This design comes from an exercise in tuning for small area on the open sky130 flow, not from production work.
At most, simulation tests tie the RTL to the original design; equivalence was not proved.
Power figures rest on the tool's default switching activity, not on a simulated workload.

Design cordic, start of the top module:
module cordic (
    input clock,
    input reset,
    output signed [12:0] sine,
    output signed [12:0] cosine
);
clock: 5.0 ns
lec_check: 0
abc_area: 1
cap_margin: 20
core_margin: 2
core_utilization: 40
cts_buf_list: sky130_fd_sc_hd__clkbuf_8
gpl_timing_driven: 0
place_density: 0.8
slew_margin: 20
run.sh (not shown) runs the stock make flow with config.mk's settings and CLKGATE_MAP_FILE= SYNTH_SCRIPT=/design/flow/synth_recipe.tcl, a recipe that flattens the netlist after the stock synthesis.
Edit:
--- a/flow/design.v
+++ b/flow/design.v
@@ -237,33 +237,33 @@
     logic [5:0] c;
     logic e, r;
     logic [1:0] q;
     wire pre = (cd == 4'd0);
     wire up  = ~q[0];
     wire endq = up ? (cd == 4'd14) && (wr == 8'h1d || wr == 8'h1e)
                    : (cd == 4'd1) && (wr == 8'he2 || wr == 8'he1);
     logic [7:0] up1, dn1, up2, dn2;      
     logic [7:0] upw, upw1, dnw, dnw1;    
-    assign up1 = ({8{cd == 0}} & 8'hf)
+    assign up1 = ({8{cd == 0}} & 8'he)
             | ({8{cd == 1}} & 8'h7e)
             | ({8{cd == 2}} & 8'h7e)
             | ({8{cd == 3}} & 8'h76)
             | ({8{cd == 4}} & 8'h7f)
             | ({8{cd == 5}} & 8'h7e)
             | ({8{cd == 6}} & 8'h7f)
             | ({8{cd == 7}} & 8'h40)
             | ({8{cd == 8}} & 8'h7f)
             | ({8{cd == 9}} & 8'h7e)
             | ({8{cd == 10}} & 8'h7e)
             | ({8{cd == 11}} & 8'h76)
             | ({8{cd == 12}} & 8'h7f)
             | ({8{cd == 13}} & 8'h7e);
-    assign up2 = ({8{cd == 0}} & 8'he)
+    assign up2 = ({8{cd == 0}} & 8'hd)
             | ({8{cd == 1}} & 8'h7d)
             | ({8{cd == 2}} & 8'h7d)
             | ({8{cd == 3}} & 8'h75)
             | ({8{cd == 4}} & 8'h7e)
             | ({8{cd == 5}} & 8'h7d)
             | ({8{cd == 6}} & 8'h7e)
             | ({8{cd == 7}} & 8'h3f)
             | ({8{cd == 8}} & 8'h7e)
             | ({8{cd == 9}} & 8'h7d)
@@ -553,38 +553,48 @@
             | ({11{tj == 6'd56}} & 11'h526)
             | ({11{tj == 6'd57}} & 11'h53e)
             | ({11{tj == 6'd58}} & 11'h555)
             | ({11{tj == 6'd59}} & 11'h56b)
             | ({11{tj == 6'd60}} & 11'h584)
             | ({11{tj == 6'd61}} & 11'h59a)
             | ({11{tj == 6'd62}} & 11'h5b0);
     assign x8 = sw ? tb : ta;
     assign y8 = sw ? ta : tb;
-    logic [10:0] x9, y9;
-    addfast2 #(.W(11), .K(4)) ux9 (.a(11'(x8)), .b(4'(y8 >> 8)), .sub(dirs_a[2]), .s(x9));
-    addfast2 #(.W(11), .K(4)) uy9 (.a(11'(y8)), .b(4'(x8 >> 8)), .sub(~dirs_a[2]), .s(y9));
     logic [9:0] dirs_r1;
     logic [1:0] q_r1;
     logic [10:0] x_r1;
     logic [10:0] y_r1;
     always_ff @(posedge clock) begin
         dirs_r1 <= dirs_a;
         q_r1 <= q;
-        x_r1 <= x9;
-        y_r1 <= y9;
+        x_r1 <= x8;
+        y_r1 <= y8;
     end
+    logic [10:0] x9, y9;
+    addfast2 #(.W(11), .K(4)) ux9 (.a(11'(x_r1)), .b(4'(y_r1 >> 8)), .sub(dirs_r1[2]), .s(x9));
+    addfast2 #(.W(11), .K(4)) uy9 (.a(11'(y_r1)), .b(4'(x_r1 >> 8)), .sub(~dirs_r1[2]), .s(y9));
     logic [10:0] x10, y10;
-    addfast2 #(.W(11), .K(3)) ux10 (.a(11'(x_r1)), .b(3'(y_r1 >> 9)), .sub(dirs_r1[1]), .s(x10));
-    addfast2 #(.W(11), .K(3)) uy10 (.a(11'(y_r1)), .b(3'(x_r1 >> 9)), .sub(~dirs_r1[1]), .s(y10));
-    wire mx = q_r1[0] ^ q_r1[1];
-    wire my = q_r1[1];
-    wire bx = y10[10];
-    wire by = x10[10];
+    addfast2 #(.W(11), .K(3)) ux10 (.a(11'(x9)), .b(3'(y9 >> 9)), .sub(dirs_r1[1]), .s(x10));
+    addfast2 #(.W(11), .K(3)) uy10 (.a(11'(y9)), .b(3'(x9 >> 9)), .sub(~dirs_r1[1]), .s(y10));
+    logic [9:0] dirs_r2;
+    logic [1:0] q_r2;
+    logic [10:0] x_r2;
+    logic [10:0] y_r2;
+    always_ff @(posedge clock) begin
+        dirs_r2 <= dirs_r1;
+        q_r2 <= q_r1;
+        x_r2 <= x10;
+        y_r2 <= y10;
+    end
+    wire mx = q_r2[0] ^ q_r2[1];
+    wire my = q_r2[1];
+    wire bx = y_r2[10];
+    wire by = x_r2[10];
     logic signed [2:0] ax, ay;
-    assign ax = mx ? (dirs_r1[0] ? 3'd1 + {2'b00, bx} : 3'd1 - {2'b00, bx}) : (dirs_r1[0] ? 3'd0 - {2'b00, bx} : {2'b00, bx});
-    assign ay = my ? (dirs_r1[0] ? 3'd1 - {2'b00, by} : 3'd1 + {2'b00, by}) : (dirs_r1[0] ? {2'b00, by} : 3'd0 - {2'b00, by});
+    assign ax = mx ? (dirs_r2[0] ? 3'd1 + {2'b00, bx} : 3'd1 - {2'b00, bx}) : (dirs_r2[0] ? 3'd0 - {2'b00, bx} : {2'b00, bx});
+    assign ay = my ? (dirs_r2[0] ? 3'd1 - {2'b00, by} : 3'd1 + {2'b00, by}) : (dirs_r2[0] ? {2'b00, by} : 3'd0 - {2'b00, by});
     logic [10:0] rx, ry;
-    addfast2 #(.W(11), .K(3)) ux11 (.a(x10 ^ {11{mx}}), .b(ax), .sub(1'b0), .s(rx));
-    addfast2 #(.W(11), .K(3)) uy11 (.a(y10 ^ {11{my}}), .b(ay), .sub(1'b0), .s(ry));
+    addfast2 #(.W(11), .K(3)) ux11 (.a(x_r2 ^ {11{mx}}), .b(ax), .sub(1'b0), .s(rx));
+    addfast2 #(.W(11), .K(3)) uy11 (.a(y_r2 ^ {11{my}}), .b(ay), .sub(1'b0), .s(ry));
     assign cosine = {1'b0, ~mx, rx};
     assign sine = {1'b0, ~my, ry};
 endmodule
Effect: Area after synthesis increases by a few percent. Power grows by well over a third. Routed wire length came out lower by about a fifth. Design area fell by a few percent. Cell count decreases by a little under a tenth.
For the first run of this note, only the layout was checked, not whether the RTL still works.

---

== main ==
Another version of the RTL of cordic (not shown whole).
For scale: ~1100 cells after synthesis, about 74 flip-flops, about 0.0070 sq mm of cells after synthesis.
==> module phase_controller, before the edit <==
module phase_controller (
    input clock,
    input reset,
    output [3:0] code,
    output [7:0] w,
    output [1:0] quadrant
);
    logic [3:0] cd;
    logic [7:0] wr;
    logic [5:0] c;
    logic e, r;
    logic [1:0] q;
    wire pre = (cd == 4'd0);
    wire endq = (cd == 4'd14) && (wr == 8'h1d || wr == 8'h1e);
    logic [7:0] up1, up2;           
    logic [7:0] upw, upw1;          
    assign up1 = ({8{cd == 0}} & 8'he)
            | ({8{cd == 1}} & 8'h7e)
            | ({8{cd == 2}} & 8'h7e)
            | ({8{cd == 3}} & 8'h76)
            | ({8{cd == 4}} & 8'h7f)
            | ({8{cd == 5}} & 8'h7e)
            | ({8{cd == 6}} & 8'h7f)
            | ({8{cd == 7}} & 8'h40)
            | ({8{cd == 8}} & 8'h7f)
            | ({8{cd == 9}} & 8'h7e)
            | ({8{cd == 10}} & 8'h7e)
            | ({8{cd == 11}} & 8'h76)
            | ({8{cd == 12}} & 8'h7f)
            | ({8{cd == 13}} & 8'h7e);
    assign up2 = ({8{cd == 0}} & 8'hd)
            | ({8{cd == 1}} & 8'h7d)
            | ({8{cd == 2}} & 8'h7d)
            | ({8{cd == 3}} & 8'h75)
            | ({8{cd == 4}} & 8'h7e)
            | ({8{cd == 5}} & 8'h7d)
            | ({8{cd == 6}} & 8'h7e)
            | ({8{cd == 7}} & 8'h3f)
            | ({8{cd == 8}} & 8'h7e)
            | ({8{cd == 9}} & 8'h7d)
            | ({8{cd == 10}} & 8'h7d)
            | ({8{cd == 11}} & 8'h75)
            | ({8{cd == 12}} & 8'h7e)
            | ({8{cd == 13}} & 8'h7d);
    assign upw = ({8{cd == 0}} & 8'he1)
            | ({8{cd == 1}} & 8'h81)
            | ({8{cd == 2}} & 8'h80)
            | ({8{cd == 3}} & 8'h88)
            | ({8{cd == 4}} & 8'h81)
            | ({8{cd == 5}} & 8'h81)
            | ({8{cd == 6}} & 8'h80)
            | ({8{cd == 7}} & 8'hbf)
            | ({8{cd == 8}} & 8'h80)
            | ({8{cd == 9}} & 8'h81)
            | ({8{cd == 10}} & 8'h80)
            | ({8{cd == 11}} & 8'h88)
            | ({8{cd == 12}} & 8'h81)
            | ({8{cd == 13}} & 8'h81);
    assign upw1 = ({8{cd == 0}} & 8'he2)
            | ({8{cd == 1}} & 8'h82)
            | ({8{cd == 2}} & 8'h81)
            | ({8{cd == 3}} & 8'h89)
            | ({8{cd == 4}} & 8'h82)
            | ({8{cd == 5}} & 8'h82)
            | ({8{cd == 6}} & 8'h81)
            | ({8{cd == 7}} & 8'hc0)
            | ({8{cd == 8}} & 8'h81)
            | ({8{cd == 9}} & 8'h82)
            | ({8{cd == 10}} & 8'h81)
            | ({8{cd == 11}} & 8'h89)
            | ({8{cd == 12}} & 8'h82)
            | ({8{cd == 13}} & 8'h82);
    wire hit1 = (wr == up1);
    wire hit2 = (wr == up2);
    wire xing = (cd != 4'd14) && (hit1 || (e && hit2));
    wire over = e && hit1;             
    logic [7:0] w_step;
    wire g1 = e | wr[0];
    assign w_step[0] = wr[0] ^ ~e;
    assign w_step[1] = wr[1] ^ g1;
    genvar k;
    generate
        for (k = 2; k < 8; k++) begin : ws
            assign w_step[k] = wr[k] ^ (g1 & (&wr[k-1:1]));
        end
    endgenerate
    logic [5:0] c_next;
    assign c_next = ({6{c == 6'd0}} & 6'he)
            | ({6{c == 6'd1}} & 6'hf)
            | ({6{c == 6'd2}} & 6'h10)
            | ({6{c == 6'd3}} & 6'h11)
            | ({6{c == 6'd4}} & 6'h12)
            | ({6{c == 6'd5}} & 6'h13)
            | ({6{c == 6'd6}} & 6'h14)
            | ({6{c == 6'd7}} & 6'h15)
            | ({6{c == 6'd8}} & 6'h16)
            | ({6{c == 6'd9}} & 6'h17)
            | ({6{c == 6'd10}} & 6'h18)
            | ({6{c == 6'd11}} & 6'h19)
            | ({6{c == 6'd12}} & 6'h1a)
            | ({6{c == 6'd13}} & 6'h1b)
            | ({6{c == 6'd14}} & 6'h1c)
            | ({6{c == 6'd15}} & 6'h1d)
            | ({6{c == 6'd16}} & 6'h1e)
            | ({6{c == 6'd17}} & 6'h1f)
            | ({6{c == 6'd18}} & 6'h20)
            | ({6{c == 6'd19}} & 6'h21)
            | ({6{c == 6'd20}} & 6'h22)
            | ({6{c == 6'd21}} & 6'h23)
            | ({6{c == 6'd22}} & 6'h24)
            | ({6{c == 6'd23}} & 6'h25)
            | ({6{c == 6'd24}} & 6'h26)
            | ({6{c == 6'd25}} & 6'he)
            | ({6{c == 6'd26}} & 6'hf)
            | ({6{c == 6'd27}} & 6'h10)
            | ({6{c == 6'd28}} & 6'h11)
            | ({6{c == 6'd29}} & 6'h12)
            | ({6{c == 6'd30}} & 6'h13)
            | ({6{c == 6'd31}} & 6'h14)
            | ({6{c == 6'd32}} & 6'h15)
            | ({6{c == 6'd33}} & 6'h16)
            | ({6{c == 6'd34}} & 6'h17)
            | ({6{c == 6'd35}} & 6'h18)
            | ({6{c == 6'd36}} & 6'h19)
            | ({6{c == 6'd37}} & 6'h1a)
            | ({6{c == 6'd38}} & 6'h1b);
    wire c_big = (c >= 6'd25);
    always_ff @(posedge clock) begin
        if (reset || pre) begin
            c <= '0;
            e <= 1'b0;
            r <= 1'b0;
        end
        else begin
            r <= endq;
            if (r)
                c <= '0;
            else begin
                c <= c_next;
                e <= c_big;
            end
        end
    end
    always_ff @(posedge clock) begin
        if (reset) begin
            q <= 2'd0;
            cd <= 4'd0;
            wr <= 8'd0;
        end
        else if (endq) begin
            q <= q + 2'd1;
            cd <= 4'd1;
            wr <= 8'he1;
        end
        else if (xing) begin
            cd <= cd + 4'd1;
            wr <= over ? upw1 : upw;
        end
        else
            wr <= w_step;
    end
    assign code = cd;
    assign w = wr;
    assign quadrant = q;
endmodule
Settings: LEC_CHECK=0, ABC_AREA=1, CAP_MARGIN=20, CORE_MARGIN=2, CORE_UTILIZATION=40, CTS_BUF_LIST=sky130_fd_sc_hd__clkbuf_8, GPL_TIMING_DRIVEN=1, PLACE_DENSITY=0.8, SLEW_MARGIN=20; clock period 5.0 ns.
Changes in the feature branch relative to main:
--- a/flow/design.v
+++ b/flow/design.v
@@ -266,42 +266,32 @@
             | ({8{cd == 8}} & 8'h7e)
             | ({8{cd == 9}} & 8'h7d)
             | ({8{cd == 10}} & 8'h7d)
             | ({8{cd == 11}} & 8'h75)
             | ({8{cd == 12}} & 8'h7e)
             | ({8{cd == 13}} & 8'h7d);
-    assign upw = ({8{cd == 0}} & 8'he1)
-            | ({8{cd == 1}} & 8'h81)
-            | ({8{cd == 2}} & 8'h80)
-            | ({8{cd == 3}} & 8'h88)
-            | ({8{cd == 4}} & 8'h81)
-            | ({8{cd == 5}} & 8'h81)
-            | ({8{cd == 6}} & 8'h80)
-            | ({8{cd == 7}} & 8'hbf)
-            | ({8{cd == 8}} & 8'h80)
-            | ({8{cd == 9}} & 8'h81)
-            | ({8{cd == 10}} & 8'h80)
-            | ({8{cd == 11}} & 8'h88)
-            | ({8{cd == 12}} & 8'h81)
-            | ({8{cd == 13}} & 8'h81);
-    assign upw1 = ({8{cd == 0}} & 8'he2)
-            | ({8{cd == 1}} & 8'h82)
-            | ({8{cd == 2}} & 8'h81)
-            | ({8{cd == 3}} & 8'h89)
-            | ({8{cd == 4}} & 8'h82)
-            | ({8{cd == 5}} & 8'h82)
-            | ({8{cd == 6}} & 8'h81)
-            | ({8{cd == 7}} & 8'hc0)
-            | ({8{cd == 8}} & 8'h81)
-            | ({8{cd == 9}} & 8'h82)
-            | ({8{cd == 10}} & 8'h81)
-            | ({8{cd == 11}} & 8'h89)
-            | ({8{cd == 12}} & 8'h82)
-            | ({8{cd == 13}} & 8'h82);
-    wire hit1 = (wr == up1);
-    wire hit2 = (wr == up2);
+    assign upw = ({8{cd == 4'd2 || cd == 4'd6 || cd == 4'd8 || cd == 4'd10}} & 8'h80)
+            | ({8{cd == 4'd1 || cd == 4'd4 || cd == 4'd5 || cd == 4'd9 || cd == 4'd12 || cd == 4'd13}} & 8'h81)
+            | ({8{cd == 4'd3 || cd == 4'd11}} & 8'h88)
+            | ({8{cd == 4'd7}} & 8'hbf)
+            | ({8{cd == 4'd0}} & 8'he1);
+    assign upw1 = ({8{cd == 4'd2 || cd == 4'd6 || cd == 4'd8 || cd == 4'd10}} & 8'h81)
+            | ({8{cd == 4'd1 || cd == 4'd4 || cd == 4'd5 || cd == 4'd9 || cd == 4'd12 || cd == 4'd13}} & 8'h82)
+            | ({8{cd == 4'd3 || cd == 4'd11}} & 8'h89)
+            | ({8{cd == 4'd7}} & 8'hc0)
+            | ({8{cd == 4'd0}} & 8'he2);
+    wire hit1 = ((wr == 8'h0e) && (cd == 4'd0))
+        || ((wr == 8'h40) && (cd == 4'd7))
+        || ((wr == 8'h76) && (cd == 4'd3 || cd == 4'd11))
+        || ((wr == 8'h7e) && (cd == 4'd1 || cd == 4'd2 || cd == 4'd5 || cd == 4'd9 || cd == 4'd10 || cd == 4'd13))
+        || ((wr == 8'h7f) && (cd == 4'd4 || cd == 4'd6 || cd == 4'd8 || cd == 4'd12));
+    wire hit2 = ((wr == 8'h0d) && (cd == 4'd0))
+        || ((wr == 8'h3f) && (cd == 4'd7))
+        || ((wr == 8'h75) && (cd == 4'd3 || cd == 4'd11))
+        || ((wr == 8'h7d) && (cd == 4'd1 || cd == 4'd2 || cd == 4'd5 || cd == 4'd9 || cd == 4'd10 || cd == 4'd13))
+        || ((wr == 8'h7e) && (cd == 4'd4 || cd == 4'd6 || cd == 4'd8 || cd == 4'd12));
     wire xing = (cd != 4'd14) && (hit1 || (e && hit2));
     wire over = e && hit1;             
     logic [7:0] w_step;
     wire g1 = e | wr[0];
     assign w_step[0] = wr[0] ^ ~e;
     assign w_step[1] = wr[1] ^ g1;
--- outcome ---
Compared with main, in the feature branch clock input transition at the sequential cells of the worst setup and hold paths ~0 delta, count of standard-cell rows -1, final cell count without fillers -17, clock power +7.9%.
Looking at arrival time reported for the critical path endpoint, the feature branch sits 1.23 ns below main.
The feature branch has clock network fraction of total power above what main had.
Compared with main, the feature branch shows a utilization that is 1.1 points higher.

re-timing with driven ports:
The flow's constraints put no driver on any port. The routed layouts listed below were extracted and timed again, unchanged, in two steps.
Step 1, drivers: a clkbuf_16 drives clock and a buf_2 each remaining input, both assumed.
Step 2, shift: input delay + t, output delay - t, t = (earliest + latest rising clock arrival at the registers) / 2. This alone moves slack from input paths to output paths.
Three values: no drivers, after step 1, after step 2; two values: the first two.
run	t (ns)	setup slack, ns	clock arrival spread, ns	worst slew at a driven data input, ns	cell pins on the clock port's net
the first run of note 1	0.356	0.134 / 0.102 / 0.361	0.014 / 0.013	0.03	1
the second run of note 1	0.367	0.213 / 0.183 / 0.456	0.011 / 0.012	0.03	1
main	0.386	0.382 / 0.359 / 0.382	0.016 / 0.017	0.03	1
the feature branch	0.371	0.365 / 0.333 / 0.441	0.017 / 0.016	0.03	1
After both steps every run listed still meets setup and hold.
